This is an optimization exercise on Yosys and OpenROAD, whose aim is small area and a short achievable clock period, not a production implementation. Only simulation tests tie the RTL to the original design; equivalence was not proved. Power and IR drop assume default switching activity.

## flow/design.v (module list and top-level ports; edited modules follow where they fit)
// module multiplier: 3589 lines
// module FA: 4 lines
// module FAX: 6 lines
// module HA: 4 lines
// module HAN: 4 lines
// module OR2: 3 lines
// module FA1: 4 lines
// module MAJ: 3 lines
// module BTWO: 3 lines
// module BSGN: 3 lines
// module PPSEL: 3 lines
// module PPSELN: 3 lines
// module INV: 3 lines
// module NAND2: 3 lines
// module NOR2: 3 lines
// module XOR2: 3 lines
// module XNOR2: 3 lines
// module AOI21: 3 lines
// module OAI21: 3 lines
// module CPA: 994 lines
module multiplier (
    input clk,
    input rst,
    input start,
    input [31:0] A,
    input [31:0] B,
    input [7:0] Physical_address_in,
    input [31:0] PC_in,
    output [63:0] Product,
    output reg done,
    output reg [7:0] Physical_address_out,
    output reg [31:0] PC_out
);
  // ...
==> flow/flow/run.sh <==
#!/bin/bash
# Layout flow: the standard ORFS flow (standard.sh) with extra ORFS
# settings read from flow/knobs.txt (one VAR=value per line; @FLOW@ stands
# for this flow folder). Its output goes to standard.log.
set -euo pipefail
flowdir="$(pwd)/flow"
knobs=()
while IFS= read -r line; do
  [[ -z "$line" || "$line" == \#* ]] && continue
  knobs+=("${line//@FLOW@/$flowdir}")
done < flow/knobs.txt
bash standard.sh "${knobs[@]}" finish > standard.log 2>&1
==> flow/flow/downsize.tcl <==
# Start the layout from the smallest drive strength of every logic cell that
# synthesis sized up; the flow's timing repair then sizes up what needs it.
set n 0
foreach inst [[ord::get_db_block] getInsts] {
  set m [[$inst getMaster] getName]
  if {![regexp {^(sky130_fd_sc_hd__[a-z0-9]+)_([0-9]+)$} $m -> base size]} { continue }
  if {$size <= 1} { continue }
  if {[string match "*df*" $base] || [string match "*conb*" $base] || [string match "*clk*" $base] || [string match "*maj3*" $base]} { continue }
  set small [get_lib_cells -quiet ${base}_1]
  if {$small == ""} { continue }
  replace_cell [$inst getName] $small
  incr n
}
puts "downsize: $n cells set to drive strength 1"
==> flow/flow/knobs.txt <==
BUFFER_PORTS_ARGS=-buffer_cell sky130_fd_sc_hd__buf_1
PRE_FLOORPLAN_TCL=@FLOW@/downsize.tcl
==> flow/standard.sh <==
#!/bin/bash
# synth_recipe.tcl (not shown) runs the flow's synth.tcl, then flattens the netlist and writes it again
# the make line also repeats each setting of config.mk as NAME=value (left out here)
make -C /OpenROAD-flow-scripts/flow DESIGN_CONFIG=/design/flow/config.mk WORK_HOME=/design/flow/orfs CLKGATE_MAP_FILE= SYNTH_SCRIPT=/design/flow/synth_recipe.tcl "${@:-finish}"
==> flow/config.mk <==
export PLATFORM = sky130hd
export DESIGN_NAME = multiplier
export DESIGN_NICKNAME = multiplier
export VERILOG_FILES = /design/flow/design.v
export SDC_FILE = /design/flow/constraint.sdc
export NUM_CORES = 8
export LEC_CHECK = 0
export CAP_MARGIN = 20
export CORE_MARGIN = 2
export CORE_UTILIZATION = 40
export GPL_ROUTABILITY_DRIVEN = 0
export SETUP_SLACK_MARGIN = 0.6
export SLEW_MARGIN = 20
export SYNTH_HIERARCHICAL = 1
export SYNTH_MINIMUM_KEEP_SIZE = 0
==> flow/constraint.sdc <==
create_clock -name core_clock -period 5.0 [get_ports {clk}]
set_input_delay 1.0000 -clock core_clock [delete_from_list [all_inputs] [get_ports {clk}]]
set_output_delay 1.0000 -clock core_clock [all_outputs]
set_load 0.01 [all_outputs]
==> flow_metrics.env, run 1 <==
export IMPL_outcome="complete, no violations"
export IMPL_clk_share=0.01815
export IMPL_grt_use_met1=0.3683
export IMPL_drcViolationCount=0
export IMPL_ctsResizeCount=6
export IMPL_vias=23558
export IMPL_clockRootBuffer="clkbuf_16"
export IMPL_htree_levels=4
export IMPL_drive_gt1_frac=0.1106
export IMPL_io_buffers=211
export IMPL_finalCritPeriodShare=0.8738
export IMPL_finalNonFillerCells=3923
export IMPL_dp_worst_setup_slack_ps=124.8
export IMPL_reg_top3="PC_out x32, Physical_address_out x8"
export IMPL_start_util=0.4036
export IMPL_largest_register_ffs=32
export IMPL_antenna_found_initial=6
export IMPL_power_w=0.02312
export IMPL_multi_input_area_mm2=0.02328
export IMPL_drt_total_wl_um=100700
export IMPL_hold_violations=0
export IMPL_ios=212
export IMPL_fin_ws_ps=631.0
export IMPL_n_clock_buffer=18
export IMPL_chipWidth_um=261.6
export IMPL_n_sequential_cell=168
Testbench counts, summed over its fixed seeds: latency 24,000, ops 24,000.
==> run 2: changes to the inputs <==
--- a/flow/config.mk
+++ b/flow/config.mk
@@ -10,3 +10,3 @@
 export CORE_UTILIZATION = 40
-export GPL_ROUTABILITY_DRIVEN = 0
+export PLACE_DENSITY = 0.8
 export SETUP_SLACK_MARGIN = 0.6
==> run 2 against run 1 <==
Clock power is 6% higher. Critical path depth stayed put. Sequential share of layout area is essentially flat. Routed wire length shrank 8.2%. Total power shrank 1.4%. Sequential power hardly changed. Core utilization about the same. Cell count down 0.20%. Global-route usage decreased by 2.5 points. Maximum frequency is 0.43% higher. Die area unchanged. Via count about the same. Largest cell class unchanged.
==> flow_metrics.env, run 2 <==
export IMPL_worstSetupStartpoint="B[9]"
export IMPL_ant_nets=0
export IMPL_clkSinkCount=168
export IMPL_fin_nets=3551
export IMPL_firstDrtPassIters=6
export IMPL_clock_path_buffers=2
export IMPL_p_per_area_mw_per_mm2=737.0
export IMPL_cp_data_arrival_time_ps=4700
export IMPL_largest_register_ffs=32
export IMPL_vias_per_cell=6.023
export IMPL_grt_pass1_wl_um=138300
export IMPL_ys_warn_count=7
export IMPL_fin_ws_ps=649.7
export IMPL_setup_viol=0
export IMPL_timing_setup_tns_ps=0
export IMPL_vias=23580
export IMPL_ios=212
export IMPL_reg_top3="PC_out x32, Physical_address_out x8"
export IMPL_worst_pin_slew_ps=738.3
export IMPL_first_iter_violations=3258
export IMPL_fin_crit_ps=4350
export IMPL_dp_worst_setup_slack_ps=-48.10
export IMPL_max_slew_margin=0.5078
export IMPL_peakVddDrop_v=0.0004421
export IMPL_antenna_found_initial=3
export IMPL_cp_num_cells=11
export IMPL_track_usage=0.2663
export IMPL_post_cts_setup_buffers=0
export IMPL_slowest_delay_ps=540
export IMPL_routedWlPerCell_um=23.61
export IMPL_cp_top_family="adder cells"
export IMPL_place_detailed_hpwl_um=76850
export IMPL_fin_util=0.4704
export IMPL_grt_pass1_vias=23691
export IMPL_fmax_mhz=229.9
export IMPL_end_kind="flop"
export IMPL_cp_data_required_time_ps=5350
export IMPL_chipWidth_um=261.6
export IMPL_worst_setup_path_type="in -> reg"
export IMPL_critPathCapture="r26_1"
export IMPL_io_buffers=211
export IMPL_core_mm2=0.06575
export IMPL_path_clk_slew_ps=80
export IMPL_slew_violations=0
export IMPL_drt_total_wl_um=92450
export IMPL_hold_worst_slack_ps=632.5
export IMPL_worst_path_most_repeated_cell="fa_1"
export IMPL_drv_cap=0
export IMPL_gp_congestion=1.023
export IMPL_drive_gt1_frac=0.1073
export IMPL_cts_tree="built"
export IMPL_cp_slowest_cell="fa_1"
export IMPL_path_cells="clkbuf_2, buf_4, buf_4, xor2_1, a22oi_1, fa_1, fa_1, fa_1, fa_1, xor2_1, xor2_1"
export IMPL_dieArea_mm2=0.06841
export IMPL_hold_class="in -> reg"
export IMPL_clockRootBuffer="clkbuf_16"
export IMPL_cts_buffers=17
export IMPL_cp_num_buf_inv=3
export IMPL_cts_hold_buf=0
export IMPL_drcViolationCount=0
export IMPL_critPathMaxFanout=18
export IMPL_rows=94
export IMPL_layout_commonest_cell="xor2_1"
export IMPL_power_leakage_nw=11.26
export IMPL_finalCritPeriodShare=0.8701
export IMPL_top_register="PC_out"
export IMPL_die_h_um=261.6
export IMPL_htree_levels=4
export IMPL_cp_start_kind="input port"
export IMPL_grt_max_degree=49
export IMPL_outcome="complete, no violations"
export IMPL_rsz0062_at_grt="yes"
export IMPL_synth_cells=2630
export IMPL_hold_violations=0
export IMPL_grt_overflow_total=0
export IMPL_start_util=0.4036
export IMPL_final_cell_mix="xor2_1 (764), a22oi_1 (528), fa_1 (399), buf_1 (193), dfxtp_1 (168)"
==> run 2: changes by cell type in the layout (fill, tap and decap cells not counted), sizes merged <==
cell    change
clkinv      +3
buf         -7
clkbuf      -4
inv         -2
diode       +2
==> run 2: timing repair <==
action                     in CTS  in global routing
pin swaps                       0                  2
resized for setup               6                 31
gates cloned                    0                  1
hold endpoints to repair        0                  0
setup endpoints to repair      12                 37
==> run 2: power by group <==
part           switching, W  leakage [nW]  internal (W)
Combinational        0.0112          9.55       0.00770
Clock              0.000680         0.297      0.000685
Sequential         0.000365          1.42       0.00219
Total                0.0122          11.3        0.0106
==> run 2: worst min-delay path by stage <==
stage                                 startpoint                      end  slack, ps  cells after the start
after CTS                              PC_in[25]               PC_out[25]        610                      1
after global routing                    PC_in[5]                PC_out[5]        610                      1
after global placement    Physical_address_in[1]  Physical_address_out[1]       1090                      1
final                                   PC_in[5]                PC_out[5]        630                      1
after detailed placement               PC_in[25]               PC_out[25]       1090                      1
after floorplan                         PC_in[0]                PC_out[0]       1030                      0
==> run 2: layout make-up <==
type | instances | area [µm²]
diodes | 4 | 10.01
clock buffers | 17 | 425.4
clock inverters | 15 | 202.7
fillers | 5979 | 34820
inverters | 32 | 120.1
multi-input cells | 2433 | 23300
flip-flops and latches | 168 | 3363
well taps | 864 | 1081
repair buffers | 382 | 2427
==> run 2: metrics by stage <==
stage          total power (W)  std cells  cell area, µm²
2_1_floorplan          0.01530       2637           26710
3_3_place_gp           0.02039       3878           30140
3_5_place_dp           0.02104       3878           30140
4_1_cts                0.02251       3910           30790
5_1_grt                0.02455       3913           30920
6_report               0.02279       3915           30930
==> run 2: routing by layer <==
metal / part of all wire / up-vias / GRT usage / wire length (µm)
li1: - / 10151 / - / -
met1: 0.37 / 11561 / 0.3347 / 34660
met2: 0.44 / 1594 / 0.4158 / 40920
met3: 0.12 / 274 / 0.07336 / 11260
met4: 0.061 / 0 / 0.1444 / 5618
met5: 0 / - / 0 / 0
==> run 3: changes to the inputs <==
--- a/flow/config.mk
+++ b/flow/config.mk
@@ -10,3 +10,4 @@
 export CORE_UTILIZATION = 40
-export PLACE_DENSITY = 0.8
+export CTS_BUF_LIST = sky130_fd_sc_hd__clkbuf_4 sky130_fd_sc_hd__clkbuf_8
+export PLACE_DENSITY = 0.7
 export SETUP_SLACK_MARGIN = 0.6
==> run 3 against run 2 <==
Final area down 0.77%. Setup slack lost 29 ps. Core utilization is 0.36 points lower. Die area unchanged. Routed wire length is 1.4% higher. Sequential power about the same. Cell count up 0.31%. Total power decreased by 1.7%. Critical path type unchanged. Largest power group unchanged. Highest routed layer is now met5.
==> flow_metrics.env, run 3 <==
export IMPL_grt_max_degree=53
export IMPL_ios=212
export IMPL_p_per_area_mw_per_mm2=730.0
export IMPL_routedWlPerCell_um=23.87
export IMPL_chipWidth_um=261.6
export IMPL_drive_gt1_frac=0.1085
export IMPL_clock_path_buffers=2
export IMPL_end_kind="flop"
export IMPL_fill_cells=6168
export IMPL_first_iter_violations=2800
export IMPL_dp_worst_setup_slack_ps=-66.23
export IMPL_outcome="complete, no violations"
export IMPL_ant_nets=0
export IMPL_setup_viol=0
export IMPL_fin_nets=3564
export IMPL_reg_top3="PC_out x32, Physical_address_out x8"
export IMPL_cts_hold_buf=0
export IMPL_htree_levels=4
export IMPL_fmax_mhz=228.4
export IMPL_rows=94
export IMPL_final_cell_mix="xor2_1 (765), a22oi_1 (528), fa_1 (399), buf_1 (195), dfxtp_1 (168)"
export IMPL_cts_buffers=17
export IMPL_io_buffers=211
export IMPL_critPathMaxFanout=12
export IMPL_fin_crit_ps=4379
export IMPL_dieArea_mm2=0.06841
export IMPL_largest_register_ffs=32
export IMPL_grt_pass1_vias=22941
export IMPL_synth_cells=2630
export IMPL_worst_setup_path_type="in -> reg"
export IMPL_drt_total_wl_um=93720
export IMPL_hold_class="in -> reg"
export IMPL_layout_commonest_cell="xor2_1"
export IMPL_die_h_um=261.6
export IMPL_worst_pin_slew_ps=857.4
export IMPL_grt_overflow_total=0
export IMPL_antenna_found_initial=6
export IMPL_rsz0062_at_grt="yes"
export IMPL_vias_per_cell=5.844
export IMPL_dpl_cell_count=3892
export IMPL_grt_pass1_wl_um=139000
export IMPL_drcViolationCount=0
export IMPL_finalNonFillerCells=3927
export IMPL_drv_cap=0
export IMPL_slew_violations=0
export IMPL_place_detailed_hpwl_um=78150
export IMPL_ys_warn_count=7
export IMPL_hold_violations=0
export IMPL_cts_tree="built"
export IMPL_track_usage=0.2724
export IMPL_start_util=0.4036
export IMPL_firstDrtPassIters=6
export IMPL_max_slew_margin=0.4264
export IMPL_finalCritPeriodShare=0.8758
export IMPL_cp_data_required_time_ps=5370
export IMPL_top_register="PC_out"
export IMPL_clockRootBuffer="clkbuf_8"
export IMPL_cp_data_arrival_time_ps=4750
export IMPL_clkSinkCount=168
export IMPL_gp_congestion=0.9663
export IMPL_fin_ws_ps=620.8
export IMPL_path_clk_slew_ps=110
export IMPL_power_leakage_nw=11.19
export IMPL_peakVddDrop_v=0.0004483
export IMPL_cp_start_kind="input port"
export IMPL_vias=22948
export IMPL_core_mm2=0.06575
-- run 3: cell count changes in the layout (fill, tap and decap cells not counted), moves of 3 or more --
cell	previous run	this run
clkbuf_2	10	13
buf_4	141	162
buf_2	4	1
clkbuf_16	18	0
a21oi_2	6	2
clkbuf_8	0	18
clkinv_8	8	0
a21oi_1	108	112
buf_6	7	0
-- run 3: layer usage --
metal | GRT usage | vias to the layer above | wire (µm)
li1 | - | 10173 | -
met1 | 0.3508 | 11233 | 37100
met2 | 0.4227 | 1327 | 41720
met3 | 0.08178 | 213 | 10700
met4 | 0.1204 | 2 | 4195
met5 | 0 | - | 10
-- run 3: critical path, cell delays in order --
cell and delay (ps):
clkbuf_2 300, xor2_1 720, a22oi_1 260, fa_1 590, fa_1 540, fa_1 460, fa_1 510, maj3_2 360
-- run 3: stage by stage --
stage / hold slack, ps / utilization / setup TNS, ps / power, W / instance area, µm²
finish: 571.8 / 0.4668 / 0 / 0.02240 / 30690
global route: 537.2 / 0.4667 / 0 / 0.02429 / 30680
CTS: 522.9 / 0.4660 / 0 / 0.02227 / 30640
detailed placement: 1093 / 0.4600 / -213.2 / 0.02123 / 30240
global placement: 1092 / 0.4600 / -69.83 / 0.02077 / 30240
floorplan: 1028 / - / 0 / 0.01530 / 26710
-- run 3: final timing paths --
check	start	to	slack, ps	cells past startpoint
setup / recovery	B[9]	r28_0	620	8
hold / removal	Physical_address_in[4]	Physical_address_out[4]	570	1
-- run 3: report_power, final --
part | switching, W | internal (W)
combinational | 0.0110 | 0.00782
sequential | 0.000374 | 0.00219
clock | 0.000571 | 0.000426
-- run 3: cell type report --
cell class / count / area, µm² / share of cell area
antenna: 3 / 7.507 / 0.0002446
clock buffer: 19 / 255.2 / 0.008317
sequential: 168 / 3363 / 0.1096
tap: 864 / 1081 / 0.03523
inverter: 32 / 120.1 / 0.003914
clock inverter: 13 / 135.1 / 0.004403
timing repair buffer: 395 / 2474 / 0.08060
multi-input combinational: 2433 / 23250 / 0.7577
-- run 3: what timing repair did --
item / CTS / global route
setup buffers: 0 / 0
endpoints found under the setup margin: 8 / 13
gates resized for setup: 2 / 11

## re-timing with driven ports
The flow's constraints put no driver on any port. The routed layouts listed below were extracted and timed again, unchanged, in two steps. Step 1 (the two cells are an assumption about what drives the block):
set clk [get_ports {clk}]
set_driving_cell -lib_cell sky130_fd_sc_hd__clkbuf_16 $clk
set_driving_cell -lib_cell sky130_fd_sc_hd__buf_2 [delete_from_list [all_inputs] $clk]
Step 2 also shifts input and output timing later by t, the mid clock arrival at the registers, as if the neighbouring blocks saw the same clock. Slacks: ideal / step 1 / step 2; pairs: ideal / step 1.
run | t (ns) | setup slack, ns | latest minus earliest clock arrival (ns) | slew at the worst register clock pin (ns)
run 1 | 0.493 | 0.631 / 0.635 / 0.141 | 0.024 / 0.023 | 0.09 / 0.09
run 2 | 0.500 | 0.650 / 0.639 / 0.139 | 0.024 / 0.024 | 0.09 / 0.09
run 3 | 0.552 | 0.621 / 0.604 / 0.052 | 0.034 / 0.034 | 0.12 / 0.12
After both steps setup and hold are still met in every run listed. The setup slack of run 3, which loses most, moves by -0.017 ns with the drivers and by -0.569 ns with both steps.
